This design comes from an exercise in tuning for small area, a short achievable clock period and few clock cycles on the open sky130 flow, not from production work. The RTL was checked by simulation tests, not by an equivalence proof against the original design.

## flow/design.v (module list and top-level ports; edited modules follow where they fit)
// module CHIP: 188 lines
// module mul_csa: 976 lines
// module riscv_sys: 27 lines
module riscv_sys (
    input          i_clk,
    input          i_rst_n,
    input  [31:0]  i_IMEM_data,
    output [31:0]  o_IMEM_addr,
    output         o_mem_cen,
    output         o_mem_wen,
    output [31:0]  o_mem_addr,
    output [127:0] o_mem_wdata,
    input  [127:0] i_mem_rdata,
    input          i_mem_stall,
    output         o_finish
);
  // ...
==> flow/run.sh <==
#!/bin/bash
# synth_recipe.tcl (not shown) runs the flow's synth.tcl, then flattens the netlist and writes it again
# the make line also repeats each setting of config.mk as NAME=value (left out here)
make -C /OpenROAD-flow-scripts/flow DESIGN_CONFIG=/design/flow/config.mk WORK_HOME=/design/flow/orfs CLKGATE_MAP_FILE= SYNTH_SCRIPT=/design/flow/synth_recipe.tcl finish
==> flow/config.mk <==
export PLATFORM = sky130hd
export DESIGN_NAME = riscv_sys
export DESIGN_NICKNAME = riscv_sys
export VERILOG_FILES = /design/flow/design.v
export SDC_FILE = /design/flow/constraint.sdc
export NUM_CORES = 8
export LEC_CHECK = 0
export CAP_MARGIN = 20
export CORE_MARGIN = 2
export CORE_UTILIZATION = 28
export PLACE_DENSITY = 0.34
export SLEW_MARGIN = 20
==> flow/constraint.sdc <==
create_clock -name core_clock -period 25.0 [get_ports {i_clk}]
set_input_delay 5.0000 -clock core_clock [delete_from_list [all_inputs] [get_ports {i_clk}]]
set_output_delay 5.0000 -clock core_clock [all_outputs]
set_load 0.01 [all_outputs]
==> summary.md, run 1 <==
| Metric | Value |
|---|---|
| Final Non-Filler Cells | 12300 |
| YS warnings | 2 |
| Tap cells | 3978 |
| Final WL | 529 mm |
| Crit path setup slack, layout | 10.78 ns |
| CTS Buffer Depth | 4 |
| Fin crit period | 14.22 ns |
| Distinct cells, synth | 113 |
| Non-clock buffers, area share | 0.0648 |
| Post-CTS Setup Bufs | 0 |
| WL met2 | 239 mm |
| Antenna cell count | 23 |
| Top cell category | multi-input gates |
| Max Slew Vio Count | 0 |
| Vias/cell | 6.10 |
| Status | timing/DRC/antenna clean |
| Die width | 556 um |
| Synth Area in Simple Gates | 0.138 |
| WHS Path Cells | 1 |
| Seq_cells | 1339 |
| I/O Buffers | 349 |
| Top post-synthesis cells by count | edfxtp_1, inv_1, nand3_1 |
| Met1 usage | 0.429 |
| Synth async-reset ratio | 0.0508 |
| Hold Violations, Final | 0 |
| Largest register by flop count | u_chip.g_rf.r |
| Cell count after placement | 12000 |
| Hold Path Class | flip-flop to flip-flop |
Testbench counts, summed over its fixed seeds: cycles 108,154.
==> module CHIP, before the edit <==
module CHIP (
    input          i_clk,
    input          i_rst_n,
    input  [31:0]  i_IMEM_data,
    output [31:0]  o_IMEM_addr,
    output         o_mem_cen,
    output         o_mem_wen,
    output [31:0]  o_mem_addr,
    output [127:0] o_mem_wdata,
    input  [127:0] i_mem_rdata,
    input          i_mem_stall,
    output         o_finish
);
    reg  [31:2] fpc;             
    reg  [31:0] ir;              
    reg  [31:2] xpc;             
    reg         xv;              
    reg         mph;             
    reg  [31:0] ms, mc;          
    reg  [27:0] ltag;            
    reg         lval, ldirty;
    reg  [127:0] line;
    reg         mcen, mwen;      
    reg         fin;
    assign o_IMEM_addr = {fpc, 2'b00};
    assign o_mem_cen   = mcen;
    assign o_mem_wen   = mwen;
    assign o_mem_addr  = {ltag, 4'b0000};
    assign o_mem_wdata = line;
    assign o_finish    = fin;
    wire [2:0] f3  = ir[14:12];
    wire [4:0] rs1 = ir[19:15];
    wire [4:0] rs2 = ir[24:20];
    wire [4:0] rd  = ir[11:7];
    wire op_jmp  =  ir[6] &  ir[2];                        
    wire op_jal  =  ir[6] &  ir[3];
    wire op_jalr =  ir[6] & ~ir[3] & ir[2];
    wire op_br   =  ir[6] & ~ir[4] & ~ir[2];
    wire op_sys  =  ir[6] &  ir[4];
    wire op_ld   = ~ir[6] & ~ir[5] & ~ir[4];
    wire op_st   = ~ir[6] &  ir[5] & ~ir[4];
    wire op_mem  = ~ir[6] & ~ir[4];
    wire op_r    = ~ir[6] &  ir[5] &  ir[4];
    wire op_i    = ~ir[6] & ~ir[5] &  ir[4] & ~ir[2];
    wire op_aui  = ~ir[6] &  ir[4] &  ir[2];
    wire op_mul  =  op_r & ir[25];
    wire op_wr   = ~(op_st | op_br | op_sys);
    wire [31:0] rfq [0:31];
    reg  [31:1] rfv;             
    wire [31:0] rfv0 = {rfv, 1'b0};
    wire        rf_we;
    reg  [31:0] wd;
    assign rfq[0] = 32'd0;
    genvar g;
    generate for (g = 1; g < 32; g = g + 1) begin : g_rf
        reg [31:0] r;
        always @(posedge i_clk)
            if (rf_we && rd == g) r <= wd;
        assign rfq[g] = r;
    end endgenerate
    always @(posedge i_clk or negedge i_rst_n)
        if (!i_rst_n) rfv <= 31'd0;
        else if (rf_we) rfv[rd] <= 1'b1;    
    function [31:0] rf_init(input [4:0] r);
        rf_init = (r == 5'd2) ? 32'hbffffff0 : (r == 5'd3) ? 32'h10008000 : 32'd0;
    endfunction
    wire [31:0] r1 = rfv0[rs1] ? rfq[rs1] : rf_init(rs1);
    wire [31:0] r2 = rfv0[rs2] ? rfq[rs2] : rf_init(rs2);
    wire [31:0] imm_i = {{20{ir[31]}}, ir[31:20]};
    wire [31:0] imm_s = {{20{ir[31]}}, ir[31:25], ir[11:7]};
    wire        b_reg = ir[5] & (ir[4] | (ir[6] & ~ir[2]));   
    wire [31:0] bv    = b_reg ? r2 : (op_st ? imm_s : imm_i);
    wire        sub   = (op_r & ir[30]) | op_br | (op_i & f3 == 3'b010);
    wire [32:0] sum_c = {r1, 1'b1} + {bv ^ {32{sub}}, sub};
    wire [31:0] sum   = sum_c[32:1];
    wire        lt    = (r1[31] ^ bv[31]) ? r1[31] : sum[31];
    wire        eq    = ~|sum;
    wire [31:0] sh_in, sh_out;
    wire [31:0] sh_r = $signed({f3[2] & r1[31], sh_in}) >>> rs2;
    generate for (g = 0; g < 32; g = g + 1) begin : g_rev
        assign sh_in[g]  = f3[2] ? r1[g] : r1[31-g];
        assign sh_out[g] = f3[2] ? sh_r[g] : sh_r[31-g];
    end endgenerate
    reg [31:0] alu;
    always @(*)
        case (f3)
            3'b000:         alu = sum;
            3'b001, 3'b101: alu = sh_out;
            3'b010:         alu = {31'd0, lt};
            3'b100:         alu = r1 ^ bv;
            3'b110:         alu = r1 | bv;
            default:        alu = r1 & bv;
        endcase
    wire [31:0] ts, tc;
    mul_csa u_mul (.a(r1), .b(r2), .ts(ts), .tc(tc));
    always @(posedge i_clk) begin
        ms <= ts;
        mc <= tc;
    end
    wire [31:0] mul_res = ms + mc;
    wire [31:2] imm_t = op_br  ? {{19{ir[31]}}, ir[31], ir[7], ir[30:25], ir[11:9]} :
                        op_jal ? {{11{ir[31]}}, ir[31], ir[19:12], ir[20], ir[30:22]} :
                                 {ir[31:12], 10'd0};
    wire [31:2] tgt   = xpc + imm_t;
    wire        taken = op_br & (f3[2] ? (lt ^ f3[0]) : (eq ^ f3[0]));
    wire        hit     = lval & (ltag == sum[31:4]);
    wire        mem_done = mcen & ~i_mem_stall;
    wire        rd_act  = mcen & ~mwen;
    wire        rd_done = mem_done & ~mwen;
    wire        wb_done = mem_done & mwen;
    wire        mem_ok  = hit | rd_done;
    wire        need    = xv & op_mem & ~hit;
    wire        st_go   = xv & op_st & mem_ok;
    wire        start_rd = need & ((~mcen & ~ldirty) | wb_done);
    wire        dirty_n = st_go | (ldirty & ~mem_done);
    reg  [31:0] ld_line, ld_mem;
    always @(*) begin
        case (sum[3:2])
            2'd0: begin ld_line = line[31:0];   ld_mem = i_mem_rdata[31:0];   end
            2'd1: begin ld_line = line[63:32];  ld_mem = i_mem_rdata[63:32];  end
            2'd2: begin ld_line = line[95:64];  ld_mem = i_mem_rdata[95:64];  end
            default: begin ld_line = line[127:96]; ld_mem = i_mem_rdata[127:96]; end
        endcase
    end
    wire [31:0] ld_data = rd_act ? ld_mem : ld_line;
    generate for (g = 0; g < 4; g = g + 1) begin : g_line
        wire st_here = st_go && sum[3:2] == g;
        always @(posedge i_clk)
            if (st_here) line[32*g +: 32] <= r2;
            else if (rd_done) line[32*g +: 32] <= i_mem_rdata[32*g +: 32];
    end endgenerate
    always @(posedge i_clk)
        if (start_rd) ltag <= sum[31:4];
    always @(posedge i_clk or negedge i_rst_n)
        if (!i_rst_n) begin
            lval   <= 1'b0;
            ldirty <= 1'b0;
            mcen   <= 1'b0;
            mwen   <= 1'b0;
            fin    <= 1'b0;
        end else begin
            if (start_rd) lval <= 1'b0;
            else if (rd_done) lval <= 1'b1;
            ldirty <= dirty_n;
            if (~mcen | mem_done) begin
                if (start_rd) begin
                    mcen <= 1'b1;
                    mwen <= 1'b0;
                end else begin
                    mcen <= dirty_n;
                    mwen <= 1'b1;
                end
            end
            fin <= xv & op_sys & ((~mcen & ~ldirty) | wb_done);
        end
    wire stall    = xv & ((op_mul & ~mph) | (op_mem & ~mem_ok) | op_sys);
    wire redirect = xv & (taken | op_jmp);
    assign rf_we  = xv & ~stall & op_wr & (rd != 5'd0);
    always @(*) begin
        if (op_mul)       wd = mul_res;
        else if (op_ld)   wd = ld_data;
        else if (op_jmp)  wd = {fpc, 2'b00};
        else if (op_aui)  wd = {tgt, 2'b00};
        else              wd = alu;
    end
    always @(posedge i_clk or negedge i_rst_n)
        if (!i_rst_n) begin
            fpc <= 30'h00004000;
            xv  <= 1'b0;
            mph <= 1'b0;
        end else begin
            mph <= xv & op_mul & ~mph;
            if (!stall) begin
                if (redirect) begin
                    fpc <= op_jalr ? sum[31:2] : tgt;
                    xv  <= 1'b0;
                end else begin
                    fpc <= fpc + 30'd1;
                    xv  <= 1'b1;
                end
            end
        end
    always @(posedge i_clk)
        if (!stall) begin
            ir  <= i_IMEM_data;
            xpc <= fpc;
        end
endmodule
==> run 2: changes to the inputs <==
--- a/flow/design.v
+++ b/flow/design.v
@@ -16,5 +16,5 @@
     reg  [31:2] xpc;             
     reg         xv;              
-    reg         mph;             
+    reg  [1:0]  mph;             
     reg  [31:0] ms, mc;          
     reg  [27:0] ltag;            
@@ -50,4 +50,6 @@
     wire [31:0] rfv0 = {rfv, 1'b0};
     wire        rf_we;
+    wire [4:0]  rf_wa;
+    wire [31:0] rf_wd;
     reg  [31:0] wd;
     assign rfq[0] = 32'd0;
@@ -56,10 +58,10 @@
         reg [31:0] r;
         always @(posedge i_clk)
-            if (rf_we && rd == g) r <= wd;
+            if (rf_we && rf_wa == g) r <= rf_wd;
         assign rfq[g] = r;
     end endgenerate
     always @(posedge i_clk or negedge i_rst_n)
         if (!i_rst_n) rfv <= 31'd0;
-        else if (rf_we) rfv[rd] <= 1'b1;    
+        else if (rf_we) rfv[rf_wa] <= 1'b1;    
     function [31:0] rf_init(input [4:0] r);
         rf_init = (r == 5'd2) ? 32'hbffffff0 : (r == 5'd3) ? 32'h10008000 : 32'd0;
@@ -75,5 +77,5 @@
     wire [31:0] sum   = sum_c[32:1];
     wire        lt    = (r1[31] ^ bv[31]) ? r1[31] : sum[31];
-    wire        eq    = ~|sum;
+    wire        eq    = r1 == r2;
     wire [31:0] sh_in, sh_out;
     wire [31:0] sh_r = $signed({f3[2] & r1[31], sh_in}) >>> rs2;
@@ -92,7 +94,10 @@
             default:        alu = r1 & bv;
         endcase
+    reg  [31:0] ma, mb;
     wire [31:0] ts, tc;
-    mul_csa u_mul (.a(r1), .b(r2), .ts(ts), .tc(tc));
+    mul_csa u_mul (.a(ma), .b(mb), .ts(ts), .tc(tc));
     always @(posedge i_clk) begin
+        ma <= r1;
+        mb <= r2;
         ms <= ts;
         mc <= tc;
@@ -104,32 +109,54 @@
     wire [31:2] tgt   = xpc + imm_t;
     wire        taken = op_br & (f3[2] ? (lt ^ f3[0]) : (eq ^ f3[0]));
-    wire        hit     = lval & (ltag == sum[31:4]);
+    reg         pl, ps;          
+    reg  [4:0]  prd;             
+    reg  [1:0]  pwi;             
+    wire [31:0] kt = {ltag, 4'd0};
+    wire [4:0]  lo4 = {1'b0, r1[3:0]} + {1'b0, bv[3:0]};
+    wire [31:4] ec;              
+    assign ec[4] = lo4[4];
+    generate for (g = 5; g < 32; g = g + 1) begin : g_ec
+        assign ec[g] = (r1[g-1] & bv[g-1]) | ((r1[g-1] | bv[g-1]) & ~kt[g-1]);
+    end endgenerate
+    wire        hit      = lval & ((r1[31:4] ^ bv[31:4] ^ kt[31:4]) == ec[31:4]);
     wire        mem_done = mcen & ~i_mem_stall;
-    wire        rd_act  = mcen & ~mwen;
-    wire        rd_done = mem_done & ~mwen;
-    wire        wb_done = mem_done & mwen;
-    wire        mem_ok  = hit | rd_done;
-    wire        need    = xv & op_mem & ~hit;
-    wire        st_go   = xv & op_st & mem_ok;
-    wire        start_rd = need & ((~mcen & ~ldirty) | wb_done);
-    wire        dirty_n = st_go | (ldirty & ~mem_done);
-    reg  [31:0] ld_line, ld_mem;
+    wire        rd_act   = mcen & ~mwen;
+    wire        rd_done  = mem_done & ~mwen;
+    wire        wb_done  = mem_done & mwen;
+    wire        xw_raw   = xv & op_wr & ~op_mem & ~(op_mul & (mph != 2'd2)) & ~pl_hz & (rd != 5'd0);
+    wire        lwb      = pl & lval & ~xw_raw;
+    wire        can_rd   = (~mcen & ~ldirty) | wb_done;
+    wire        mem_go   = xv & op_mem & ~pl_hz & ~(pl & lval & op_ld) & (hit | can_rd);
+    wire        start_rd = mem_go & ~hit;
+    wire        st_go    = mem_go & op_st;
+    wire        dirty_n  = (st_go & hit) | (ldirty & ~wb_done) | (rd_done & ps);
+    reg  [31:0] ld_line, lwb_data;
     always @(*) begin
         case (sum[3:2])
-            2'd0: begin ld_line = line[31:0];   ld_mem = i_mem_rdata[31:0];   end
-            2'd1: begin ld_line = line[63:32];  ld_mem = i_mem_rdata[63:32];  end
-            2'd2: begin ld_line = line[95:64];  ld_mem = i_mem_rdata[95:64];  end
-            default: begin ld_line = line[127:96]; ld_mem = i_mem_rdata[127:96]; end
+            2'd0: ld_line = line[31:0];
+            2'd1: ld_line = line[63:32];
+            2'd2: ld_line = line[95:64];
+            default: ld_line = line[127:96];
+        endcase
+        case (pwi)
+            2'd0: lwb_data = line[31:0];
+            2'd1: lwb_data = line[63:32];
+            2'd2: lwb_data = line[95:64];
+            default: lwb_data = line[127:96];
         endcase
     end
-    wire [31:0] ld_data = rd_act ? ld_mem : ld_line;
     generate for (g = 0; g < 4; g = g + 1) begin : g_line
         wire st_here = st_go && sum[3:2] == g;
+        wire keep    = ps && pwi == g;
         always @(posedge i_clk)
             if (st_here) line[32*g +: 32] <= r2;
-            else if (rd_done) line[32*g +: 32] <= i_mem_rdata[32*g +: 32];
+            else if (rd_done && !keep) line[32*g +: 32] <= i_mem_rdata[32*g +: 32];
     end endgenerate
     always @(posedge i_clk)
-        if (start_rd) ltag <= sum[31:4];
+        if (start_rd) begin
+            ltag <= sum[31:4];
+            pwi  <= sum[3:2];
+            prd  <= rd;
+        end
     always @(posedge i_clk or negedge i_rst_n)
         if (!i_rst_n) begin
@@ -138,4 +165,6 @@
             mcen   <= 1'b0;
             mwen   <= 1'b0;
+            pl     <= 1'b0;
+            ps     <= 1'b0;
             fin    <= 1'b0;
         end else begin
@@ -143,4 +172,8 @@
             else if (rd_done) lval <= 1'b1;
             ldirty <= dirty_n;
+            if (start_rd) ps <= op_st;
+            else if (rd_done) ps <= 1'b0;
+            if (start_rd) pl <= op_ld & (rd != 5'd0);
+            else if (lwb) pl <= 1'b0;
             if (~mcen | mem_done) begin
                 if (start_rd) begin
@@ -152,12 +185,20 @@
                 end
             end
-            fin <= xv & op_sys & ((~mcen & ~ldirty) | wb_done);
+            fin <= xv & op_sys & ~pl & ((~mcen & ~ldirty) | wb_done);
         end
-    wire stall    = xv & ((op_mul & ~mph) | (op_mem & ~mem_ok) | op_sys);
+    wire use1  = ~(op_jal | op_aui | op_sys);
+    wire use2  = b_reg | op_st;
+    wire pl_hz = pl & ((use1 & rs1 == prd) | (use2 & rs2 == prd) | (op_wr & rd == prd));
+    wire hz    = pl_hz | (lwb & op_ld);
+    wire stall = xv & ((op_mul & (mph != 2'd2)) | (op_mem & ~mem_go) | op_sys | hz);
     wire redirect = xv & (taken | op_jmp);
-    assign rf_we  = xv & ~stall & op_wr & (rd != 5'd0);
+    wire x_we  = xv & op_wr & (rd != 5'd0) & ~(op_mul & (mph != 2'd2)) & ~hz &
+                 (op_ld ? hit & ~(pl & lval) & ~pl_hz : ~op_mem);
+    assign rf_we  = x_we | lwb;
+    assign rf_wa  = lwb ? prd : rd;
+    assign rf_wd  = lwb ? lwb_data : wd;
     always @(*) begin
         if (op_mul)       wd = mul_res;
-        else if (op_ld)   wd = ld_data;
+        else if (op_ld)   wd = ld_line;
         else if (op_jmp)  wd = {fpc, 2'b00};
         else if (op_aui)  wd = {tgt, 2'b00};
@@ -168,7 +209,12 @@
             fpc <= 30'h00004000;
             xv  <= 1'b0;
-            mph <= 1'b0;
+            mph <= 2'd0;
         end else begin
-            mph <= xv & op_mul & ~mph;
+            if (!(xv & op_mul) | (mph == 2'd0 & hz))
+                mph <= 2'd0;
+            else if (mph != 2'd2)
+                mph <= mph + 2'd1;
+            else if (!hz)
+                mph <= 2'd0;
             if (!stall) begin
                 if (redirect) begin
==> flow/flow/run.sh (new file) <==
#!/bin/bash
# The standard ORFS layout (standard.sh, unchanged synthesis), with timing
# repair asked to leave 18 ns of setup slack at the 25 ns clock, so that the
# layout is made for the shortest period it can reach. Each step's full
# output goes to make_finish.log here; ORFS's own logs stay under orfs/logs.
set -uo pipefail
bash standard.sh SETUP_SLACK_MARGIN=18 finish > make_finish.log 2>&1
status=$?
tail -n 20 make_finish.log
exit $status
==> flow/standard.sh (new file) <==
#!/bin/bash
# synth_recipe.tcl (not shown) runs the flow's synth.tcl, then flattens the netlist and writes it again
# the make line also repeats each setting of config.mk as NAME=value (left out here)
make -C /OpenROAD-flow-scripts/flow DESIGN_CONFIG=/design/flow/config.mk WORK_HOME=/design/flow/orfs CLKGATE_MAP_FILE= SYNTH_SCRIPT=/design/flow/synth_recipe.tcl "${@:-finish}"
--- a/flow/config.mk
+++ b/flow/config.mk
@@ -8,5 +8,5 @@
 export CAP_MARGIN = 20
 export CORE_MARGIN = 2
-export CORE_UTILIZATION = 28
-export PLACE_DENSITY = 0.34
+export CORE_UTILIZATION = 40
+export PLACE_DENSITY = 0.5
 export SLEW_MARGIN = 20
removed: flow/run.sh
==> summary.md, run 2 <==
| Metric | Value |
|---|---|
| CP arrival | 7.88 ns |
| Grt ovf | 0 |
| First DRT Iteration DRCs | 16500 |
| Top post-synthesis cells by count | edfxtp_1, inv_1, and3_1 |
| Clock latency on the worst-skew pair | 0.89 ns |
| Chip height | 478 um |
| Max reg flops | 992 |
| Leading cell type in the layout, fill and taps excluded | edfxtp_1 |
| Final setup vio count | 0 |
| Post-synth EDFFs | 1215 |
| Top-level I/O count | 358 |
| WP data required | 25.50 ns |
| Final Instance Area | 114000 um2 |
| Post-Syn Instances | 8101 |
| Commonest cells after routing, fill and taps aside | edfxtp_1, inv_1, and3_1 |
| Fill cells | 19800 |
| Largest net degree at the start of global routing | 89 |
| CTS tree | yes |
| Initial core utilization | 0.403 |
| Status | complete, but fails checks |
| Failing Checks | capacitance limit, slew limit |
| Hold Violations, Final | 0 (unchanged) |
| YS warnings | 2 (unchanged) |
| I/O Buffers | 349 (unchanged) |
| Fin crit share | 0.295 |
| Largest register by flop count | u_chip.g_rf.r |
| WL per Instance | 45.8 um |
| Share of post-route cells with drive strength above 1 | 0.206 |
| Synth Area in Simple Gates | 0.160 (+0.0224) |
| Synthesis-to-layout area growth | 27.4% |
| Synthesized area | 89700 um2 |
| Post-CTS Hold Buffers | 0 |
| Cell count after placement | 11200 (-6.5%) |
| Final Hold Slack | 0.463 ns |
| RSZ-0062 raised after global routing | true |
| Dominant cell type by area after synthesis | edfxtp_1 |
| Distinct cells, synth | 116 (+2.7%) |
| Vias/cell | 7.18 (+18%) |
| Placer Congestion | 1.04 |
| Top-count cell post-synth | edfxtp_1 |
| Syn Area/Cell | 11.1 um2 |
| Setup_tns | 0 ns |
| Fin crit period | 7.38 ns (-6.85 ns) |
| Final WL | 553 mm (+4.5%) |
| Synth Area in Compound Gates | 0.139 |
| Max Slew Vio Count | 12 (+12) |
| Largest registers | u_chip.g_rf.r (992), u_chip.line (128) |
| First-pass GRT wire length | 705 mm |
| Slew headroom | -0.0285 |
| Post-synth top flop | edfxtp_1 |
| Worst Tran Pin Value | 1.54 ns |
| Initial antenna violation count | 81 |
| Final #Nets | 9689 |
| Hold Path Class | flip-flop to flip-flop |
| Mux cell area share after synthesis | 0.0447 |
| Seq/Total Area, Yosys | 0.455 |
| DRC viols | 0 |
| Sink Count | 1413 |
| GRT Resource Usage Total | 0.454 |
| CTS root buf | clkbuf_16 |
| CTS Buffer Depth | 3 (-1) |
| Reg clk slew, reported paths | 0.06 ns |
| Vias in the first global route | 78900 |
| Die width | 478 um (-14%) |
| Adder-cell share of the synthesized area | 0.125 |
| Xor/xnor share of the synthesized area | 0.0240 |
| Placed standard-cell area | 98400 um2 |
| Crit start category | flip-flop |
| Largest family of logic cells by synthesized area | simple AND/OR/NAND/NOR gates |
| Core Box Area | 223000 um2 |
| H-tree depth | 4 |
| CP Class | flip-flop to flip-flop |
| HPWL Detailed | 329 mm |
| Crit. End Element | flip-flop |
| Antenna viol nets, final | 0 |
| CTS Buf Count | 165 |
| Synth async-reset ratio | 0.0502 (-0.000536) |
| Layout Skew | 0.0651 ns |
| Max-Cap Viols | 1 |
| Crit path max fanout | 32 |
| Seq cells post-synth | 1413 |
| Floorplan row count | 173 |
| DIE AREA | 228000 um2 |
| Synth area leaders | edfxtp_1, fa_1, and3_1, a22oi_1, and2_1 |
| TritonRoute pass-1 iters | 11 |
| FMAX | 136 MHz |
| Vias | 86800 |
| Final Non-Filler Cells | 12100 (-2.1%) |
| Top cell type's share of synthesized area | 0.407 |
-- run 2: cell count changes in the layout (fill, tap and decap cells not counted), moves of 105 or more --
cell,before,now
and2_1,87,408
buf_12,10,137
and3_1,105,487
a221oi_1,163,58
nor2_1,441,212
nand3_1,530,343
-- run 2: cell families (layout without fill, tap and decap cells) --
group,count (synthesis),in the layout
AND/OR/NAND/NOR,2635,2643
AO/OA/AOI/OAI,1709,1711
flip-flops,1413,1413
buffers and inverters,1186,2109
adder cells (fa/ha/maj),632,632
multiplexers,279,279
XOR/XNOR,246,246
other,1,81
-- run 2: worst paths after layout --
kind	end	cells after the start	startpoint	slack [ns]
max in group asynchronous	u_chip.fpc[19]$_DFFE_PN0N_	2	i_rst_n	19.75
min reg2reg	u_chip.mph[0]$_DFFE_PN0P_	1	u_chip.mph[0]$_DFFE_PN0P_	0.46
min in group asynchronous	u_chip.rfv[17]$_DFFE_PN0P_	1	i_rst_n	3.97
max reg2reg	u_chip.g_rf[4].r[13]$_DFFE_PP_	25	u_chip.ir[19]$_DFFE_PN_	17.62
min	u_chip.mph[0]$_DFFE_PN0P_	1	u_chip.mph[0]$_DFFE_PN0P_	0.46
max	u_chip.g_rf[4].r[13]$_DFFE_PP_	25	u_chip.ir[19]$_DFFE_PN_	17.62
-- run 2: repair_timing --
item,CTS,global route
endpoints found under the setup margin,2480,2080
buffers inserted,224,161
pin swaps,115,122
resized for setup,707,347
gates cloned,41,46
-- run 2: through the flow --
| step | worst slack [ns] | utilization |
|---|---|---|
| 3_5_place_dp | 14.18 | 0.442 |
| 3_3_place_gp | 14.26 | 0.442 |
| 5_1_grt | 17.78 | 0.513 |
| 2_1_floorplan | 17.55 | - |
| 4_1_cts | 17.95 | 0.495 |
| 6_report | 17.62 | 0.513 |
-- run 2: layer usage --
layer / GRT usage / wire length (um)
met4: 0.352 / 60000
met2: 0.639 / 220000
met1: 0.545 / 186000
met5: 0.000210 / 515
met3: 0.195 / 86700
-- run 2: critical path, stage by stage, from the launching register on --
cell       delay, ns
edfxtp_1        0.42
buf_6           0.19
buf_12          0.18
nand3b_1        0.20
buf_4           0.21
nor2_4          0.51
buf_4           0.49
a2111oi_0       0.18
and3_1          0.24
a31oi_2         0.31
buf_4           0.37
inv_1           0.13
fa_1            0.56
xor2_1          0.19
nand4_1         0.20
nor4_4          0.50
and3_4          0.31
buf_4           0.13
nand2b_1        0.07
a21oi_2         0.15
a21o_1          0.11
a22o_4          0.15
and2_4          0.23
nand2_2         0.15
nor2_4          0.15
buf_16          0.31
-- run 2: final cells by class --
cell class / instances / area [um2] / area share
inverter: 624 / 2380 / 0.0208
multi-input combinational: 5517 / 47600 / 0.417
tap: 2975 / 3720 / 0.0326
clock buffer: 194 / 4340 / 0.0380
timing repair buffer: 1174 / 13900 / 0.121
antenna: 75 / 188 / 0.00164
clock inverter: 117 / 1310 / 0.0115
sequential: 1413 / 40800 / 0.357
Testbench counts of run 2, summed over its fixed seeds: cycles 94,812.
==> run 3: changes to the inputs <==
--- a/flow/design.v
+++ b/flow/design.v
@@ -48,5 +48,4 @@
     wire [31:0] rfq [0:31];
     reg  [31:1] rfv;             
-    wire [31:0] rfv0 = {rfv, 1'b0};
     wire        rf_we;
     wire [4:0]  rf_wa;
@@ -64,9 +63,15 @@
         if (!i_rst_n) rfv <= 31'd0;
         else if (rf_we) rfv[rf_wa] <= 1'b1;    
-    function [31:0] rf_init(input [4:0] r);
-        rf_init = (r == 5'd2) ? 32'hbffffff0 : (r == 5'd3) ? 32'h10008000 : 32'd0;
-    endfunction
-    wire [31:0] r1 = rfv0[rs1] ? rfq[rs1] : rf_init(rs1);
-    wire [31:0] r2 = rfv0[rs2] ? rfq[rs2] : rf_init(rs2);
+    reg  [31:1] oh1, oh2;
+    reg  [31:0] r1, r2;
+    integer k;
+    always @(*) begin
+        r1 = ({32{oh1[2] & ~rfv[2]}} & 32'hbffffff0) | ({32{oh1[3] & ~rfv[3]}} & 32'h10008000);
+        r2 = ({32{oh2[2] & ~rfv[2]}} & 32'hbffffff0) | ({32{oh2[3] & ~rfv[3]}} & 32'h10008000);
+        for (k = 1; k < 32; k = k + 1) begin
+            r1 = r1 | ({32{oh1[k] & rfv[k]}} & rfq[k]);
+            r2 = r2 | ({32{oh2[k] & rfv[k]}} & rfq[k]);
+        end
+    end
     wire [31:0] imm_i = {{20{ir[31]}}, ir[31:20]};
     wire [31:0] imm_s = {{20{ir[31]}}, ir[31:25], ir[11:7]};
@@ -151,5 +156,5 @@
         always @(posedge i_clk)
             if (st_here) line[32*g +: 32] <= r2;
-            else if (rd_done && !keep) line[32*g +: 32] <= i_mem_rdata[32*g +: 32];
+            else if (rd_act && !keep) line[32*g +: 32] <= i_mem_rdata[32*g +: 32];
     end endgenerate
     always @(posedge i_clk)
@@ -201,5 +206,5 @@
         if (op_mul)       wd = mul_res;
         else if (op_ld)   wd = ld_line;
-        else if (op_jmp)  wd = {fpc, 2'b00};
+        else if (op_jmp)  wd = {fpc, 2'b00};      
         else if (op_aui)  wd = {tgt, 2'b00};
         else              wd = alu;
@@ -229,6 +234,8 @@
     always @(posedge i_clk)
         if (!stall) begin
-            ir  <= i_IMEM_data;
-            xpc <= fpc;
+            ir    <= i_IMEM_data;
+            oh1   <= 31'h7fffffff & (32'd1 << i_IMEM_data[19:15]) >> 1;
+            oh2   <= 31'h7fffffff & (32'd1 << i_IMEM_data[24:20]) >> 1;
+            xpc   <= fpc;
         end
 endmodule
--- a/flow/config.mk
+++ b/flow/config.mk
@@ -6,7 +6,7 @@
 export NUM_CORES = 8
 export LEC_CHECK = 0
-export CAP_MARGIN = 20
+export CAP_MARGIN = 40
 export CORE_MARGIN = 2
 export CORE_UTILIZATION = 40
 export PLACE_DENSITY = 0.5
-export SLEW_MARGIN = 20
+export SLEW_MARGIN = 40
==> summary.md, run 3 <==
| Metric | Value |
|---|---|
| Top post-synthesis cells by count | edfxtp_1, inv_1, nand3_1 |
| GRT Resource Usage Total | 0.440 (-0.0141) |
| Hold Path Class | flip-flop to flip-flop |
| Slew headroom | 0.354 (+0.383) |
| Seq cells post-synth | 1475 (+4.4%) |
| Floorplan row count | 173 (unchanged) |
| CP arrival | 7.76 ns (-0.12 ns) |
| Initial antenna violation count | 83 (+2.5%) |
| Final WL | 518 mm (-6.4%) |
| Placed standard-cell area | 98800 um2 (+0.38%) |
| DIE AREA | 228000 um2 (about the same) |
| Reg clk slew, reported paths | 0.06 ns (about the same) |
| Antenna viol nets, final | 0 (unchanged) |
| Synth async-reset ratio | 0.0481 (-0.00211) |
| Vias in the first global route | 76400 (-3.1%) |
| CTS Buffer Depth | 3 (unchanged) |
| Largest register by flop count | u_chip.g_rf.r |
| First DRT Iteration DRCs | 16700 (+1.3%) |
| Setup_tns | 0 ns (unchanged) |
| Post-CTS Hold Buffers | 0 (unchanged) |
| Leading cell type in the layout, fill and taps excluded | edfxtp_1 |
| Register area | 42700 um2 (+4.6%) |
| Largest net degree at the start of global routing | 67 (-25%) |
| Hold Violations, Final | 0 (unchanged) |
| Seq/Total Area, Yosys | 0.475 (+0.0204) |
| Max Slew Vio Count | 0 (-12) |
| Top-count cell post-synth | edfxtp_1 |
| CTS tree | yes |
| Final Instance Area | 107000 um2 (-6.2%) |
| RSZ-0062 raised after global routing | false |
| Crit path max fanout | 32 (unchanged) |
| Final setup vio count | 0 (unchanged) |
| DRC viols | 0 (unchanged) |
| H-tree depth | 4 (unchanged) |
| Placer Congestion | 1.01 (-2.5%) |
| Reg2reg setup slack | 17.68 ns (+0.06 ns) |
| Grt ovf | 0 (unchanged) |
| FMAX | 137 MHz (+0.77%) |
| Post-Syn Instances | 7879 (-2.7%) |
| HPWL Detailed | 327 mm (-0.66%) |
| Commonest cells after routing, fill and taps aside | edfxtp_1, inv_1, nand3_1 |
| Vias | 83100 (-4.3%) |
| Post-synth top flop | edfxtp_1 |
| Synthesis-to-layout area growth | 19.3% |
| Final #Nets | 9102 (-6.1%) |
| Sink Count | 1475 (+4.4%) |
| Final Hold Slack | 0.461 ns (-0.00231 ns) |
| Fin crit share | 0.293 (-0.00226) |
| Dominant cell type by area after synthesis | edfxtp_1 |
| Layout Skew | 0.0960 ns (+0.0309 ns) |
| TritonRoute pass-1 iters | 13 (+2) |
| Share of post-route cells with drive strength above 1 | 0.156 (-0.0505) |
| YS warnings | 2 (unchanged) |
| Syn Area/Cell | 11.4 um2 (+2.9%) |
| Top cell type's share of synthesized area | 0.427 (+0.0205) |
| Crit start category | flip-flop |
| Crit. End Element | flip-flop |
| Status | timing/DRC/antenna clean |
| Clock latency on the worst-skew pair | 0.91 ns (+0.02 ns) |
| WL per Instance | 44.7 um (-2.2%) |
| CTS Buf Count | 167 (+1.2%) |
| Initial core utilization | 0.403 (about the same) |
| Max reg flops | 992 (unchanged) |
| Die width | 478 um (about the same) |
| Top-level I/O count | 358 (unchanged) |
| Chip height | 478 um (about the same) |
| Synthesized area | 89800 um2 (about the same) |
| First-pass GRT wire length | 683 mm (-3.1%) |
| I/O Buffers | 349 (unchanged) |
| Worst Tran Pin Value | 0.962 ns (-0.581 ns) |
| Fill cells | 20000 (+1.2%) |
| WP data required | 25.44 ns (-0.06 ns) |
| Core Box Area | 223000 um2 (about the same) |
| Largest registers | u_chip.g_rf.r (992), u_chip.line (128) |
| Fin crit period | 7.32 ns (-0.0566 ns) |
| Post-synth EDFFs | 1277 (+5.1%) |
| Max-Cap Viols | 0 (-1) |
| Distinct cells, synth | 94 (-19%) |
| CP Class | flip-flop to flip-flop |
| Vias/cell | 7.18 (about the same) |
| Synth area leaders | edfxtp_1, fa_1, nand3_1, and2_1, a22oi_1 |
| Area of the multi-input gates | 43900 um2 (-7.8%) |
| CTS root buf | clkbuf_16 |
-- run 3: changes by cell type after synthesis, sizes merged, moves of 60 or more --
cell	previous run	this run
nand3	353	596
and3	500	349
a32oi	19	145
nand2	474	391
o21ai	239	160
a21oi	240	163
a22o	96	33
edfxtp	1215	1277
clkbuf	410	470
-- run 3: cell families after synthesis --
kind of cell	count (synthesis)	share of synthesized area
adder cells (fa/ha/maj)	631	0.124
XOR/XNOR	262	0.0256
multiplexers	316	0.0526
other	1	0.0000418
AO/OA/AOI/OAI	1401	0.116
flip-flops	1475	0.475
AND/OR/NAND/NOR	2584	0.154
buffers and inverters	1209	0.0528
-- run 3: final timing paths --
check | from | to | cells past startpoint
worst max-delay path | u_chip.rfv[22]$_DFFE_PN0P_ | u_chip.g_rf[30].r[30]$_DFFE_PP_ | 21
worst min-delay path | u_chip.mph[1]$_DFFE_PN0P_ | u_chip.mph[0]$_DFFE_PN0P_ | 1
worst max register to register | u_chip.rfv[22]$_DFFE_PN0P_ | u_chip.g_rf[30].r[30]$_DFFE_PP_ | 21
worst min register to register | u_chip.mph[1]$_DFFE_PN0P_ | u_chip.mph[0]$_DFFE_PN0P_ | 1
max in group asynchronous | i_rst_n | u_chip.rfv[11]$_DFFE_PN0P_ | 2
min in group asynchronous | i_rst_n | u_chip.fin$_DFF_PN0_ | 1
-- run 3: worst max-delay path, stage by stage, from the launching register on --
cell      delay (ns)
dfrtp_2         0.34
buf_4           0.48
buf_6           0.55
and2_2          0.45
buf_4           0.47
a22oi_1         0.17
nand3_1         0.10
or4_1           0.19
buf_4           0.34
fa_1            0.52
xor2_2          0.28
nand4_1         0.25
nor4_2          0.35
nand4_1         0.20
nor2_4          0.25
nor2_1          0.07
o22ai_1         0.20
a21boi_2        0.20
nor2_4          0.20
nand2_2         0.18
nor2_4          0.12
buf_6           0.59
-- run 3: area by class of cell --
| type | count | area share |
|---|---|---|
| Multi-Input combinational cell | 5201 | 0.409 |
| Antenna cell | 152 | 0.00355 |
| Clock inverter | 114 | 0.0134 |
| Sequential cell | 1475 | 0.399 |
| Timing Repair Buffer | 844 | 0.0770 |
| Tap cell | 2975 | 0.0347 |
| Inverter | 618 | 0.0219 |
| Clock buffer | 196 | 0.0410 |
| Timing Repair inverter | 1 | 0.000152 |
-- run 3: layer usage --
layer,part of all wire,track usage
met1,0.35,0.532
met2,0.40,0.618
met3,0.15,0.188
met4,0.10,0.336
met5,0.0012,0.0105
-- run 3: timing repair --
action / 4_1_cts / 5_1_grt
resized for setup: 220 / 189
pin swaps: 20 / 24
endpoints found under the setup margin: 2420 / 1981
setup buffers: 43 / 19
cloned: 3 / 4
-- run 3: through the flow --
step                std cells  utilization  worst slack (ns)
floorplan                7884            -             17.78
global placement        11000        0.441             15.46
detailed placement      11000        0.443             16.13
CTS                     11400        0.475             18.00
global route            11500        0.480             17.97
finish                  11600        0.481             17.68
Testbench counts of run 3, summed over its fixed seeds: cycles 94,812.
==> run 4: changes to the inputs <==
--- a/flow/design.v
+++ b/flow/design.v
@@ -15,6 +15,6 @@
     reg  [31:0] ir;              
     reg  [31:2] xpc;             
+    reg         xpred;           
     reg         xv;              
-    reg  [1:0]  mph;             
     reg  [31:0] ms, mc;          
     reg  [27:0] ltag;            
@@ -47,9 +47,18 @@
     wire op_wr   = ~(op_st | op_br | op_sys);
     wire [31:0] rfq [0:31];
-    reg  [31:1] rfv;             
     wire        rf_we;
     wire [4:0]  rf_wa;
     wire [31:0] rf_wd;
     reg  [31:0] wd;
+    reg         rst_q;           
+    reg  [4:0]  ini;             
+    always @(posedge i_clk) begin
+        rst_q <= i_rst_n;
+        ini   <= ini + 5'd1;
+    end
+    wire        we_all = rf_we | ~rst_q;
+    wire [4:0]  wa_all = rst_q ? rf_wa : ini;
+    wire [31:0] wd_all = rst_q ? rf_wd :
+                         (ini == 5'd2) ? 32'hbffffff0 : (ini == 5'd3) ? 32'h10008000 : 32'd0;
     assign rfq[0] = 32'd0;
     genvar g;
@@ -57,19 +66,16 @@
         reg [31:0] r;
         always @(posedge i_clk)
-            if (rf_we && rf_wa == g) r <= rf_wd;
+            if (we_all && wa_all == g) r <= wd_all;
         assign rfq[g] = r;
     end endgenerate
-    always @(posedge i_clk or negedge i_rst_n)
-        if (!i_rst_n) rfv <= 31'd0;
-        else if (rf_we) rfv[rf_wa] <= 1'b1;    
     reg  [31:1] oh1, oh2;
     reg  [31:0] r1, r2;
     integer k;
     always @(*) begin
-        r1 = ({32{oh1[2] & ~rfv[2]}} & 32'hbffffff0) | ({32{oh1[3] & ~rfv[3]}} & 32'h10008000);
-        r2 = ({32{oh2[2] & ~rfv[2]}} & 32'hbffffff0) | ({32{oh2[3] & ~rfv[3]}} & 32'h10008000);
+        r1 = 32'd0;
+        r2 = 32'd0;
         for (k = 1; k < 32; k = k + 1) begin
-            r1 = r1 | ({32{oh1[k] & rfv[k]}} & rfq[k]);
-            r2 = r2 | ({32{oh2[k] & rfv[k]}} & rfq[k]);
+            r1 = r1 | ({32{oh1[k]}} & rfq[k]);
+            r2 = r2 | ({32{oh2[k]}} & rfq[k]);
         end
     end
@@ -100,9 +106,15 @@
         endcase
     reg  [31:0] ma, mb;
+    reg         pm, pm1;         
+    reg  [4:0]  pmrd;            
     wire [31:0] ts, tc;
+    wire        mul_go;
     mul_csa u_mul (.a(ma), .b(mb), .ts(ts), .tc(tc));
     always @(posedge i_clk) begin
-        ma <= r1;
-        mb <= r2;
+        if (mul_go) begin
+            ma   <= r1;
+            mb   <= r2;
+            pmrd <= rd;
+        end
         ms <= ts;
         mc <= tc;
@@ -113,4 +125,5 @@
                                  {ir[31:12], 10'd0};
     wire [31:2] tgt   = xpc + imm_t;
+    wire [31:2] xpc1  = xpc + 30'd1;
     wire        taken = op_br & (f3[2] ? (lt ^ f3[0]) : (eq ^ f3[0]));
     reg         pl, ps;          
@@ -129,8 +142,9 @@
     wire        rd_done  = mem_done & ~mwen;
     wire        wb_done  = mem_done & mwen;
-    wire        xw_raw   = xv & op_wr & ~op_mem & ~(op_mul & (mph != 2'd2)) & ~pl_hz & (rd != 5'd0);
+    wire        xw_raw   = xv & op_wr & ~op_mem & ~op_mul & ~dep_hz & (rd != 5'd0);
     wire        lwb      = pl & lval & ~xw_raw;
+    wire        mwb      = pm & pm1 & ~xw_raw & ~lwb;
     wire        can_rd   = (~mcen & ~ldirty) | wb_done;
-    wire        mem_go   = xv & op_mem & ~pl_hz & ~(pl & lval & op_ld) & (hit | can_rd);
+    wire        mem_go   = xv & op_mem & ~dep_hz & ~(op_ld & (bwb_want)) & (hit | can_rd);
     wire        start_rd = mem_go & ~hit;
     wire        st_go    = mem_go & op_st;
@@ -190,21 +204,34 @@
                 end
             end
-            fin <= xv & op_sys & ~pl & ((~mcen & ~ldirty) | wb_done);
+            fin <= xv & op_sys & ~pl & ~pm & ((~mcen & ~ldirty) | wb_done);
         end
+    wire [31:0] fi      = i_IMEM_data;
+    wire [31:2] fpc_inc = fpc + 30'd1;
+    wire        f_jal   = fi[6] & fi[3];
+    wire        f_br    = fi[6] & ~fi[4] & ~fi[2];
+    wire [8:0]  f_js    = {1'b0, fpc[9:2]} + {1'b0, fi[29], fi[28:22]};
+    wire [8:0]  f_bs    = {1'b0, fpc[9:2]} + {2'b01, fi[28:25], fi[11:9]};
+    wire        f_jok   = f_jal & (fi[19:12] == {8{fi[29]}}) & (fi[31] == fi[29]) &
+                          (fi[20] == fi[29]) & (fi[30] == fi[29]) & (f_js[8] == fi[29]);
+    wire        f_bok   = f_br & fi[31] & fi[7] & fi[30] & fi[29] & f_bs[8];
+    wire        f_pred  = (f_jok | f_bok) & ~(&fpc[9:2]);
+    wire [9:2]  f_lo    = f_jal ? f_js[7:0] : f_bs[7:0];
     wire use1  = ~(op_jal | op_aui | op_sys);
     wire use2  = b_reg | op_st;
     wire pl_hz = pl & ((use1 & rs1 == prd) | (use2 & rs2 == prd) | (op_wr & rd == prd));
-    wire hz    = pl_hz | (lwb & op_ld);
-    wire stall = xv & ((op_mul & (mph != 2'd2)) | (op_mem & ~mem_go) | op_sys | hz);
-    wire redirect = xv & (taken | op_jmp);
-    wire x_we  = xv & op_wr & (rd != 5'd0) & ~(op_mul & (mph != 2'd2)) & ~hz &
-                 (op_ld ? hit & ~(pl & lval) & ~pl_hz : ~op_mem);
-    assign rf_we  = x_we | lwb;
-    assign rf_wa  = lwb ? prd : rd;
-    assign rf_wd  = lwb ? lwb_data : wd;
+    wire pm_hz = pm & ((use1 & rs1 == pmrd) | (use2 & rs2 == pmrd) | (op_wr & rd == pmrd));
+    wire dep_hz = pl_hz | pm_hz;
+    wire bwb_want = (pl & lval) | (pm & pm1);    
+    wire hz    = dep_hz | (op_ld & bwb_want) | (op_mul & pm);
+    assign mul_go = xv & op_mul & ~hz & (rd != 5'd0);
+    wire stall = xv & ((op_mem & ~mem_go) | op_sys | hz);
+    wire redirect = xv & (op_jalr | (op_jal & ~xpred) | (op_br & (taken ^ xpred)));
+    wire x_we  = xv & op_wr & (rd != 5'd0) & ~op_mul & ~hz & (~op_mem | hit);
+    assign rf_we  = x_we | lwb | mwb;
+    assign rf_wa  = lwb ? prd : mwb ? pmrd : rd;
+    assign rf_wd  = lwb ? lwb_data : mwb ? mul_res : wd;
     always @(*) begin
-        if (op_mul)       wd = mul_res;
-        else if (op_ld)   wd = ld_line;
-        else if (op_jmp)  wd = {fpc, 2'b00};      
+        if (op_ld)        wd = ld_line;
+        else if (op_jmp)  wd = {xpc1, 2'b00};
         else if (op_aui)  wd = {tgt, 2'b00};
         else              wd = alu;
@@ -214,18 +241,16 @@
             fpc <= 30'h00004000;
             xv  <= 1'b0;
-            mph <= 2'd0;
+            pm  <= 1'b0;
+            pm1 <= 1'b0;
         end else begin
-            if (!(xv & op_mul) | (mph == 2'd0 & hz))
-                mph <= 2'd0;
-            else if (mph != 2'd2)
-                mph <= mph + 2'd1;
-            else if (!hz)
-                mph <= 2'd0;
+            if (mul_go) pm <= 1'b1;
+            else if (mwb) pm <= 1'b0;
+            pm1 <= pm & ~mul_go & ~mwb;
             if (!stall) begin
                 if (redirect) begin
-                    fpc <= op_jalr ? sum[31:2] : tgt;
+                    fpc <= op_jalr ? sum[31:2] : (op_br & xpred) ? xpc1 : tgt;
                     xv  <= 1'b0;
                 end else begin
-                    fpc <= fpc + 30'd1;
+                    fpc <= {fpc_inc[31:10], f_pred ? f_lo : fpc_inc[9:2]};
                     xv  <= 1'b1;
                 end
@@ -238,4 +263,5 @@
             oh2   <= 31'h7fffffff & (32'd1 << i_IMEM_data[24:20]) >> 1;
             xpc   <= fpc;
+            xpred <= f_pred;
         end
 endmodule
==> summary.md, run 4 <==
| Metric | Value |
|---|---|
| Status | timing/DRC/antenna clean |
| Reg clk slew, reported paths | 0.06 ns (about the same) |
| Slew headroom | 0.300 (-0.0543) |
| Final #Nets | 8794 (-3.4%) |
| Crit start category | flip-flop |
| Largest registers | u_chip.g_rf.r (992), u_chip.line (128) |
| Synth async-reset ratio | 0.0275 (-0.0207) |
| Largest net degree at the start of global routing | 64 (-4.5%) |
| Max reg flops | 992 (unchanged) |
| Post-CTS Hold Buffers | 0 (unchanged) |
| RSZ-0062 raised after global routing | false |
| Delay-heaviest family, CP | simple AND/OR/NAND/NOR gates |
| Seq/Total Area, Yosys | 0.487 (+0.0119) |
| Placed standard-cell area | 96800 um2 (-2.0%) |
| Synth area leaders | edfxtp_1, fa_1, a22oi_1, and2_1, mux4_2 |
| FF-to-FF Start | u_chip.oh1[8]$_SDFFCE_PP0N_ |
| Cells along the critical path | buf_4 -> a22o_1 -> a221oi_1 -> nand3_1 -> or4_1 -> buf_4 -> fa_1 -> xor2_1 -> nand4_1 -> nor4_1 -> nand3_2 -> o21ai_0 -> a21oi_1 -> o31ai_4 -> nor2b_1 -> nand2_1 -> nor2_4 -> buf_6 |
| Die width | 473 um (-1.0%) |
| Crit. End Element | flip-flop |
| Top-count cell post-synth | edfxtp_1 |
| Syn Area/Cell | 11.6 um2 (+2.1%) |
| DIE AREA | 224000 um2 (-2.0%) |
| CP Class | flip-flop to flip-flop |
| Worst R2R Path Depth | 18 (-14%) |
| CTS tree | yes |
| I/O Buffers | 349 (unchanged) |
| Reg2reg setup slack | 17.99 ns (+0.31 ns) |
| Final WL | 453 mm (-12%) |
| Initial antenna violation count | 29 (-65%) |
| Vias/cell | 6.84 (-4.7%) |
| CTS root buf | clkbuf_16 |
| Vias in the first global route | 72100 (-5.7%) |
| Chip height | 473 um (-1.0%) |
| WL per Instance | 41.1 um (-8.1%) |
| Post-synth top flop | edfxtp_1 |
| CP endpoint | u_chip.g_rf[16].r[11]$_DFFE_PP_ |
| Final setup vio count | 0 (unchanged) |
| HPWL Detailed | 285 mm (-13%) |
| Post-synth EDFFs | 1347 (+5.5%) |
| Crit path setup slack, layout | 17.99 ns (+0.308 ns) |
| Beginning of the critical path | u_chip.oh1[8]$_SDFFCE_PP0N_ |
| Pre-CTS WS | 16.15 ns (+0.0185 ns) |
| Worst Tran Pin Value | 1.05 ns (+0.0884 ns) |
| Antenna viol nets, final | 0 (unchanged) |
| Cell mode on critical path | buf_4 |
| CTS Buf Count | 166 (-0.60%) |
| FMAX | 143 MHz (+4.4%) |
| Hold Violations, Final | 0 (unchanged) |
| Distinct cells, synth | 86 (-8.5%) |
| First-pass GRT wire length | 610 mm (-11%) |
| Layout Skew | 0.0633 ns (-0.0327 ns) |
| Crit path max fanout | 32 (unchanged) |
| Layout Utilization | 0.474 (-0.00739) |
| Vias | 75400 (-9.3%) |
| Grt ovf | 0 (unchanged) |
| TritonRoute pass-1 iters | 13 (unchanged) |
| Dominant cell type by area after synthesis | edfxtp_1 |
| Synthesized area | 87900 um2 (-2.1%) |
| Slowest cell on crit path | edfxtp_1 |
| Share of post-route cells with drive strength above 1 | 0.127 (-0.0281) |
| Hold Path Class | flip-flop to flip-flop |
| Core Box Area | 219000 um2 (-1.6%) |
| CP arrival | 7.52 ns (-0.24 ns) |
| Top post-synthesis cells by count | edfxtp_1, a22oi_1, inv_1 |
| Leading cell type in the layout, fill and taps excluded | edfxtp_1 |
| CTS Buffer Depth | 3 (unchanged) |
| Max-Cap Viols | 0 (unchanged) |
| Clock latency on the worst-skew pair | 0.89 ns (-0.02 ns) |
| Fin crit period | 7.01 ns (-0.308 ns) |
| Reg2reg end | u_chip.g_rf[16].r[11]$_DFFE_PP_ |
| H-tree depth | 4 (unchanged) |
| Max incr delay on CP | 0.74 ns (+0.15 ns) |
| Synthesis-to-layout area growth | 18.0% |
| Placer Congestion | 0.990 (-2.2%) |
| Floorplan row count | 172 (-0.58%) |
| Sink Count | 1456 (-1.3%) |
| GRT Resource Usage Total | 0.396 (-0.0439) |
| Largest register by flop count | u_chip.g_rf.r |
| Post-Syn Instances | 7555 (-4.1%) |
| Initial core utilization | 0.401 (-0.00170) |
| DRC viols | 0 (unchanged) |
| Final Instance Area | 104000 um2 (-3.2%) |
| First DRT Iteration DRCs | 13400 (-20%) |
| Fin crit share | 0.281 (-0.0123) |
| Max Slew Vio Count | 0 (unchanged) |
| Top cell type's share of synthesized area | 0.460 (+0.0329) |
| Fill cells | 19800 (-0.87%) |
| Setup_tns | 0 ns (unchanged) |
| WP depth | 18 (-14%) |
| Top-level I/O count | 358 (unchanged) |
| CP bufs+invs | 3 (-2) |
| WP data required | 25.50 ns (+0.06 ns) |
| Commonest cells after routing, fill and taps aside | edfxtp_1, a22oi_1, inv_1 |
| Seq cells post-synth | 1456 (-1.3%) |
| YS warnings | 2 (unchanged) |
run 4: cell count changes in the layout (fill, tap and decap cells not counted), sizes merged, moves of 139 or more:
cell	change
and3	-322
nand2	+159
o21ai	+149
a22oi	+300
nand3	-456
diode	-139
a32oi	-144
run 4: layout make-up:
cell class              instances  area (um2)  share of cell area
clock inverters                91        1000             0.00968
inverters                     664        2520              0.0243
flip-flops and latches       1456       42800               0.413
well taps                    2871        3590              0.0346
clock buffers                 219        4570              0.0441
diodes                         13        32.5            0.000314
repair inverters                1        8.76           0.0000844
multi-input cells            4950       41900               0.404
repair buffers                757        7260              0.0700
run 4: worst min-delay path by stage:
stage / startpoint / endpoint / depth (start not counted)
3_5_place_dp: u_chip.ini[0]$_DFF_P_ / u_chip.ini[0]$_DFF_P_ / 1
5_1_grt: u_chip.ini[0]$_DFF_P_ / u_chip.ini[0]$_DFF_P_ / 1
2_1_floorplan: u_chip.ini[0]$_DFF_P_ / u_chip.ini[0]$_DFF_P_ / 1
6_report: u_chip.ini[0]$_DFF_P_ / u_chip.ini[0]$_DFF_P_ / 1
4_1_cts: u_chip.ini[0]$_DFF_P_ / u_chip.ini[0]$_DFF_P_ / 1
3_3_place_gp: u_chip.ini[0]$_DFF_P_ / u_chip.ini[0]$_DFF_P_ / 1
run 4: layer usage:
layer  global-route usage  up-vias  wire length [um]
met4                0.287       22             40600
met2                0.583     6452            192000
li1                     -    29100                 -
met5                    0        -               182
met3                0.120     1844             58200
met1                0.496    38000            162000
run 4: kinds of logic after synthesis:
logic type               after synthesis  synth area share
AO/OA/AOI/OAI                       1924             0.157
XOR/XNOR                             312            0.0311
adder cells (fa/ha/maj)              635             0.128
buffers and inverters               1156            0.0511
flip-flops                          1456             0.487
multiplexers                         193            0.0383
other                                  1         0.0000427
AND/OR/NAND/NOR                     1878             0.108
run 4: repair_timing:
item,4_1_cts,5_1_grt
pin swaps,16,15
setup buffers,36,22
setup endpoints to repair,2035,1869
resized for setup,121,88
endpoints found under the hold margin,0,0
gates cloned,3,1
run 4: through the flow:
stage                     instances  hold slack (ns)
after global routing          11000            0.487
after detailed placement      10600            0.449
after floorplan                7560            0.405
after global placement        10600            0.431
final                         11000            0.458
after CTS                     11000            0.461
Testbench counts of run 4, summed over its fixed seeds: cycles 89,293.
==> run 5: changes to the inputs <==
--- a/flow/design.v
+++ b/flow/design.v
@@ -148,14 +148,9 @@
     wire        mem_go   = xv & op_mem & ~dep_hz & ~(op_ld & (bwb_want)) & (hit | can_rd);
     wire        start_rd = mem_go & ~hit;
+    wire        ld_go    = mem_go & op_ld;
     wire        st_go    = mem_go & op_st;
     wire        dirty_n  = (st_go & hit) | (ldirty & ~wb_done) | (rd_done & ps);
-    reg  [31:0] ld_line, lwb_data;
+    reg  [31:0] lwb_data;
     always @(*) begin
-        case (sum[3:2])
-            2'd0: ld_line = line[31:0];
-            2'd1: ld_line = line[63:32];
-            2'd2: ld_line = line[95:64];
-            default: ld_line = line[127:96];
-        endcase
         case (pwi)
             2'd0: lwb_data = line[31:0];
@@ -172,10 +167,11 @@
             else if (rd_act && !keep) line[32*g +: 32] <= i_mem_rdata[32*g +: 32];
     end endgenerate
-    always @(posedge i_clk)
-        if (start_rd) begin
-            ltag <= sum[31:4];
+    always @(posedge i_clk) begin
+        if (start_rd) ltag <= sum[31:4];
+        if (start_rd | ld_go) begin
             pwi  <= sum[3:2];
             prd  <= rd;
         end
+    end
     always @(posedge i_clk or negedge i_rst_n)
         if (!i_rst_n) begin
@@ -193,5 +189,5 @@
             if (start_rd) ps <= op_st;
             else if (rd_done) ps <= 1'b0;
-            if (start_rd) pl <= op_ld & (rd != 5'd0);
+            if (start_rd | ld_go) pl <= op_ld & (rd != 5'd0);
             else if (lwb) pl <= 1'b0;
             if (~mcen | mem_done) begin
@@ -208,13 +204,8 @@
     wire [31:0] fi      = i_IMEM_data;
     wire [31:2] fpc_inc = fpc + 30'd1;
-    wire        f_jal   = fi[6] & fi[3];
-    wire        f_br    = fi[6] & ~fi[4] & ~fi[2];
-    wire [8:0]  f_js    = {1'b0, fpc[9:2]} + {1'b0, fi[29], fi[28:22]};
     wire [8:0]  f_bs    = {1'b0, fpc[9:2]} + {2'b01, fi[28:25], fi[11:9]};
-    wire        f_jok   = f_jal & (fi[19:12] == {8{fi[29]}}) & (fi[31] == fi[29]) &
-                          (fi[20] == fi[29]) & (fi[30] == fi[29]) & (f_js[8] == fi[29]);
-    wire        f_bok   = f_br & fi[31] & fi[7] & fi[30] & fi[29] & f_bs[8];
-    wire        f_pred  = (f_jok | f_bok) & ~(&fpc[9:2]);
-    wire [9:2]  f_lo    = f_jal ? f_js[7:0] : f_bs[7:0];
+    wire        f_pred  = fi[6] & ~fi[4] & ~fi[2] & fi[31] & fi[7] & fi[30] & fi[29] &
+                          f_bs[8] & ~(&fpc[9:2]);
+    wire [9:2]  f_lo    = f_bs[7:0];
     wire use1  = ~(op_jal | op_aui | op_sys);
     wire use2  = b_reg | op_st;
@@ -226,12 +217,11 @@
     assign mul_go = xv & op_mul & ~hz & (rd != 5'd0);
     wire stall = xv & ((op_mem & ~mem_go) | op_sys | hz);
-    wire redirect = xv & (op_jalr | (op_jal & ~xpred) | (op_br & (taken ^ xpred)));
-    wire x_we  = xv & op_wr & (rd != 5'd0) & ~op_mul & ~hz & (~op_mem | hit);
+    wire redirect = xv & (op_jmp | (op_br & (taken ^ xpred)));
+    wire x_we  = xv & op_wr & (rd != 5'd0) & ~op_mul & ~hz & ~op_mem;
     assign rf_we  = x_we | lwb | mwb;
     assign rf_wa  = lwb ? prd : mwb ? pmrd : rd;
     assign rf_wd  = lwb ? lwb_data : mwb ? mul_res : wd;
     always @(*) begin
-        if (op_ld)        wd = ld_line;
-        else if (op_jmp)  wd = {xpc1, 2'b00};
+        if (op_jmp)  wd = {xpc1, 2'b00};
         else if (op_aui)  wd = {tgt, 2'b00};
         else              wd = alu;
==> flow/flow/run.sh (replaced) <==
#!/bin/bash
# The standard ORFS layout (standard.sh, unchanged synthesis) with two
# changes to how it is made: the port buffers buffer_ports inserts are
# buf_2 cells (every port still gets its buffer), and timing repair is asked
# to leave 18.5 ns of setup slack at the 25 ns clock, so that the layout is
# made for the shortest period it can reach. The full output of the make
# run goes to make_finish.log here; ORFS's own logs stay under orfs/logs.
set -uo pipefail
export BUFFER_PORTS_ARGS="-buffer_cell sky130_fd_sc_hd__buf_2"
bash standard.sh SETUP_SLACK_MARGIN=18.5 finish > make_finish.log 2>&1
status=$?
tail -n 20 make_finish.log
exit $status
==> summary.md, run 5 <==
| Metric | Value |
|---|---|
| Status | timing/DRC/antenna clean |
| Slew headroom | 0.292 (-0.00809) |
| Final Instance Area | 101000 um2 (-2.5%) |
| Fin crit share | 0.264 (-0.0170) |
| Max reg flops | 992 (unchanged) |
| Crit path max fanout | 2 (-94%) |
| TritonRoute pass-1 iters | 10 (-3) |
| Synth area leaders | edfxtp_1, fa_1, a22oi_1, and2_1, ha_1 |
| Chip height | 470 um (-0.57%) |
| Share of post-route cells with drive strength above 1 | 0.189 (+0.0615) |
| Max incr delay on CP | 0.54 ns (-0.20 ns) |
| Layout Skew | 0.0613 ns (-0.00192 ns) |
| I/O Buffers | 349 (unchanged) |
| Seq cells post-synth | 1456 (unchanged) |
| Hold Violations, Final | 0 (unchanged) |
| Post-synth top flop | edfxtp_1 |
| First DRT Iteration DRCs | 12600 (-5.8%) |
| Initial antenna violation count | 36 (+24%) |
| Delay-heaviest family, CP | flip-flops |
| Initial core utilization | 0.401 (about the same) |
| Vias | 72200 (-4.2%) |
| Largest net degree at the start of global routing | 71 (+11%) |
| Final setup vio count | 0 (unchanged) |
| CP Class | flip-flop to output port |
| Placed standard-cell area | 93700 um2 (-3.2%) |
| Vias in the first global route | 69200 (-4.0%) |
| Syn Area/Cell | 12.0 um2 (+3.0%) |
| Synth async-reset ratio | 0.0275 (unchanged) |
| Antenna viol nets, final | 0 (unchanged) |
| Floorplan row count | 171 (-0.58%) |
| Commonest cells after routing, fill and taps aside | edfxtp_1, a22oi_1, inv_1 |
| Distinct cells, synth | 92 (+7.0%) |
| WP data required | 20.00 ns (-5.50 ns) |
| Synthesized area | 86900 um2 (-1.1%) |
| CP bufs+invs | 1 (-2) |
| Core Box Area | 217000 um2 (-1.2%) |
| Sink Count | 1456 (unchanged) |
| Cells along the critical path | buf_2 |
| Final WL | 423 mm (-6.6%) |
| Top cell type's share of synthesized area | 0.465 (+0.00532) |
| Synthesis-to-layout area growth | 16.4% |
| Hold Path Class | flip-flop to flip-flop |
| Setup_tns | 0 ns (unchanged) |
| DIE AREA | 221000 um2 (-1.1%) |
| Fill cells | 19800 (-0.29%) |
| HPWL Detailed | 260 mm (-8.8%) |
| GRT Resource Usage Total | 0.372 (-0.0240) |
| Max-Cap Viols | 0 (unchanged) |
| Clock latency on the worst-skew pair | 0.86 ns (-0.03 ns) |
| Top-count cell post-synth | edfxtp_1 |
| CTS tree | yes |
| RSZ-0062 raised after global routing | true |
| Largest register by flop count | u_chip.g_rf.r |
| Top post-synthesis cells by count | edfxtp_1, a22oi_1, inv_1 |
| Reg clk slew, reported paths | 0.06 ns (about the same) |
| Placer Congestion | 1.02 (+2.6%) |
| Vias/cell | 6.75 (-1.2%) |
| H-tree depth | 4 (unchanged) |
| Final Non-Filler Cells | 10700 (-3.0%) |
| WHS Path Cells | 1 (unchanged) |
| CP arrival | 1.59 ns (-5.93 ns) |
| WP depth | 1 (-17) |
| Slowest cell on crit path | edfxtp_1 |
| Fin crit period | 6.59 ns (-0.424 ns) |
| Cell count after placement | 10300 (-3.4%) |
| YS warnings | 2 (unchanged) |
| CTS Buf Count | 163 (-1.8%) |
| Final #Nets | 8475 (-3.6%) |
| FMAX | 152 MHz (+6.4%) |
| Post-synth EDFFs | 1347 (unchanged) |
| Crit start category | flip-flop |
| WL per Instance | 39.6 um (-3.7%) |
| Post-Syn Instances | 7254 (-4.0%) |
| Layout Utilization | 0.467 (-0.00643) |
| Crit. End Element | output port |
| Die width | 470 um (-0.57%) |
| First-pass GRT wire length | 573 mm (-6.1%) |
| Top-level I/O count | 358 (unchanged) |
| Max Slew Vio Count | 0 (unchanged) |
| Largest registers | u_chip.g_rf.r (992), u_chip.line (128) |
| Grt ovf | 0 (unchanged) |
| Seq/Total Area, Yosys | 0.493 (+0.00563) |
| Leading cell type in the layout, fill and taps excluded | edfxtp_1 |
| Dominant cell type by area after synthesis | edfxtp_1 |
| CTS Buffer Depth | 3 (unchanged) |
| Worst R2R Path Depth | 25 (+7) |
| DRC viols | 0 (unchanged) |
| Worst Tran Pin Value | 1.06 ns (+0.0121 ns) |
| CTS root buf | clkbuf_16 |
run 5: cell types whose count changed in the layout (fill, tap and decap cells not counted), sizes merged, moves of 53 or more:
| cell | previous run | this run |
|---|---|---|
| nand2 | 550 | 375 |
| a21oi | 225 | 172 |
| o21ai | 309 | 169 |
| a22o | 130 | 76 |
| mux2 | 25 | 145 |
| a22oi | 660 | 768 |
| buf | 405 | 750 |
| clkdlybuf4s50 | 336 | 0 |
| nand3 | 140 | 196 |
run 5: cell families after synthesis:
family,Yosys count,synth area share
compound gates,1739,0.147
xor+xnor,300,0.0302
fa+ha+maj,630,0.128
buf+inv,1122,0.0515
flops,1456,0.493
mux,283,0.0469
other cells,1,0.0000431
simple gates,1723,0.103
run 5: final cells by class:
cell class	count	area, um2	area share
repair inverters	2	17.5	0.000173
flip-flops and latches	1456	42900	0.424
clock buffers	204	4320	0.0427
clock inverters	101	1100	0.0109
repair buffers	755	5770	0.0571
inverters	622	2350	0.0233
diodes	15	37.5	0.000371
multi-input cells	4682	41100	0.406
well taps	2854	3570	0.0353
run 5: layer usage:
layer / vias to the layer above / track usage / share of wire
li1: 28000 / - / -
met1: 36200 / 0.464 / 0.36
met2: 6338 / 0.559 / 0.43
met3: 1676 / 0.122 / 0.13
met4: 20 / 0.233 / 0.079
met5: - / 0 / 0.00068
run 5: what timing repair did:
| action | 4_1_cts | 5_1_grt |
|---|---|---|
| setup endpoints to repair | 1079 | 883 |
| buffers inserted | 53 | 27 |
| gates resized for setup | 131 | 106 |
| hold buffers | 0 | 0 |
| gates cloned | 9 | 2 |
| pin swaps | 20 | 34 |
run 5: final timing paths:
check	start	endpoint	slack [ns]
setup / recovery	u_chip.ltag[4]$_DFFE_PP_	o_mem_addr[8]	18.41
hold / removal	u_chip.ini[0]$_DFF_P_	u_chip.ini[0]$_DFF_P_	0.46
setup reg to reg	u_chip.oh2[20]$_SDFFCE_PN0N_	u_chip.g_rf[31].r[27]$_DFFE_PP_	18.49
hold reg to reg	u_chip.ini[0]$_DFF_P_	u_chip.ini[0]$_DFF_P_	0.46
max in group asynchronous	i_rst_n	u_chip.fpc[5]$_DFFE_PN0N_	20.29
min in group asynchronous	i_rst_n	u_chip.fpc[23]$_DFFE_PN0N_	4.21
run 5: stage by stage:
step	worst slack [ns]	hold slack, ns
after global placement	16.60	0.437
after detailed placement	16.65	0.449
final	18.41	0.455
after CTS	18.37	0.462
after floorplan	17.89	0.405
after global routing	18.41	0.478
Testbench counts of run 5, summed over its fixed seeds: cycles 89,926.

==> port drivers added, routing unchanged <==
The results above use ideal ports. As a check the final layouts listed here were re-extracted and re-timed, cells and wires unchanged.
Step 1 (the two cells are an assumption about what drives the block):
set clk [get_ports {i_clk}]
set_driving_cell -lib_cell sky130_fd_sc_hd__clkbuf_16 $clk
set_driving_cell -lib_cell sky130_fd_sc_hd__buf_2 [delete_from_list [all_inputs] $clk]
Step 2, shift: input delay + t, output delay - t, t = (earliest + latest rising clock arrival at the registers) / 2. This alone moves slack from input paths to output paths.
a / b / c = ideal ports / drivers / drivers and shift; a / b = the first two.
run | t, ns | setup WS [ns] | worst setup path at the end | worst register clock-pin slew, ns | worst slew at a driven data input, ns
run 1 | 0.974 | 10.776 / 10.776 / 10.776 | register to register | 0.07 / 0.07 | 0.17
run 2 | 0.958 | 17.621 / 17.621 / 17.284 | input to register | 0.07 / 0.07 | 0.12
run 3 | 0.952 | 17.678 / 17.678 / 17.260 | input to register | 0.07 / 0.07 | 0.18
run 4 | 0.938 | 17.986 / 17.923 / 17.209 | input to register | 0.08 / 0.08 | 0.12
run 5 | 0.918 | 18.410 / 18.322 / 17.626 | input to register | 0.07 / 0.07 | 0.07
The setup slack of run 5, which loses most, moves by -0.088 ns with the drivers and by -0.784 ns with both steps.
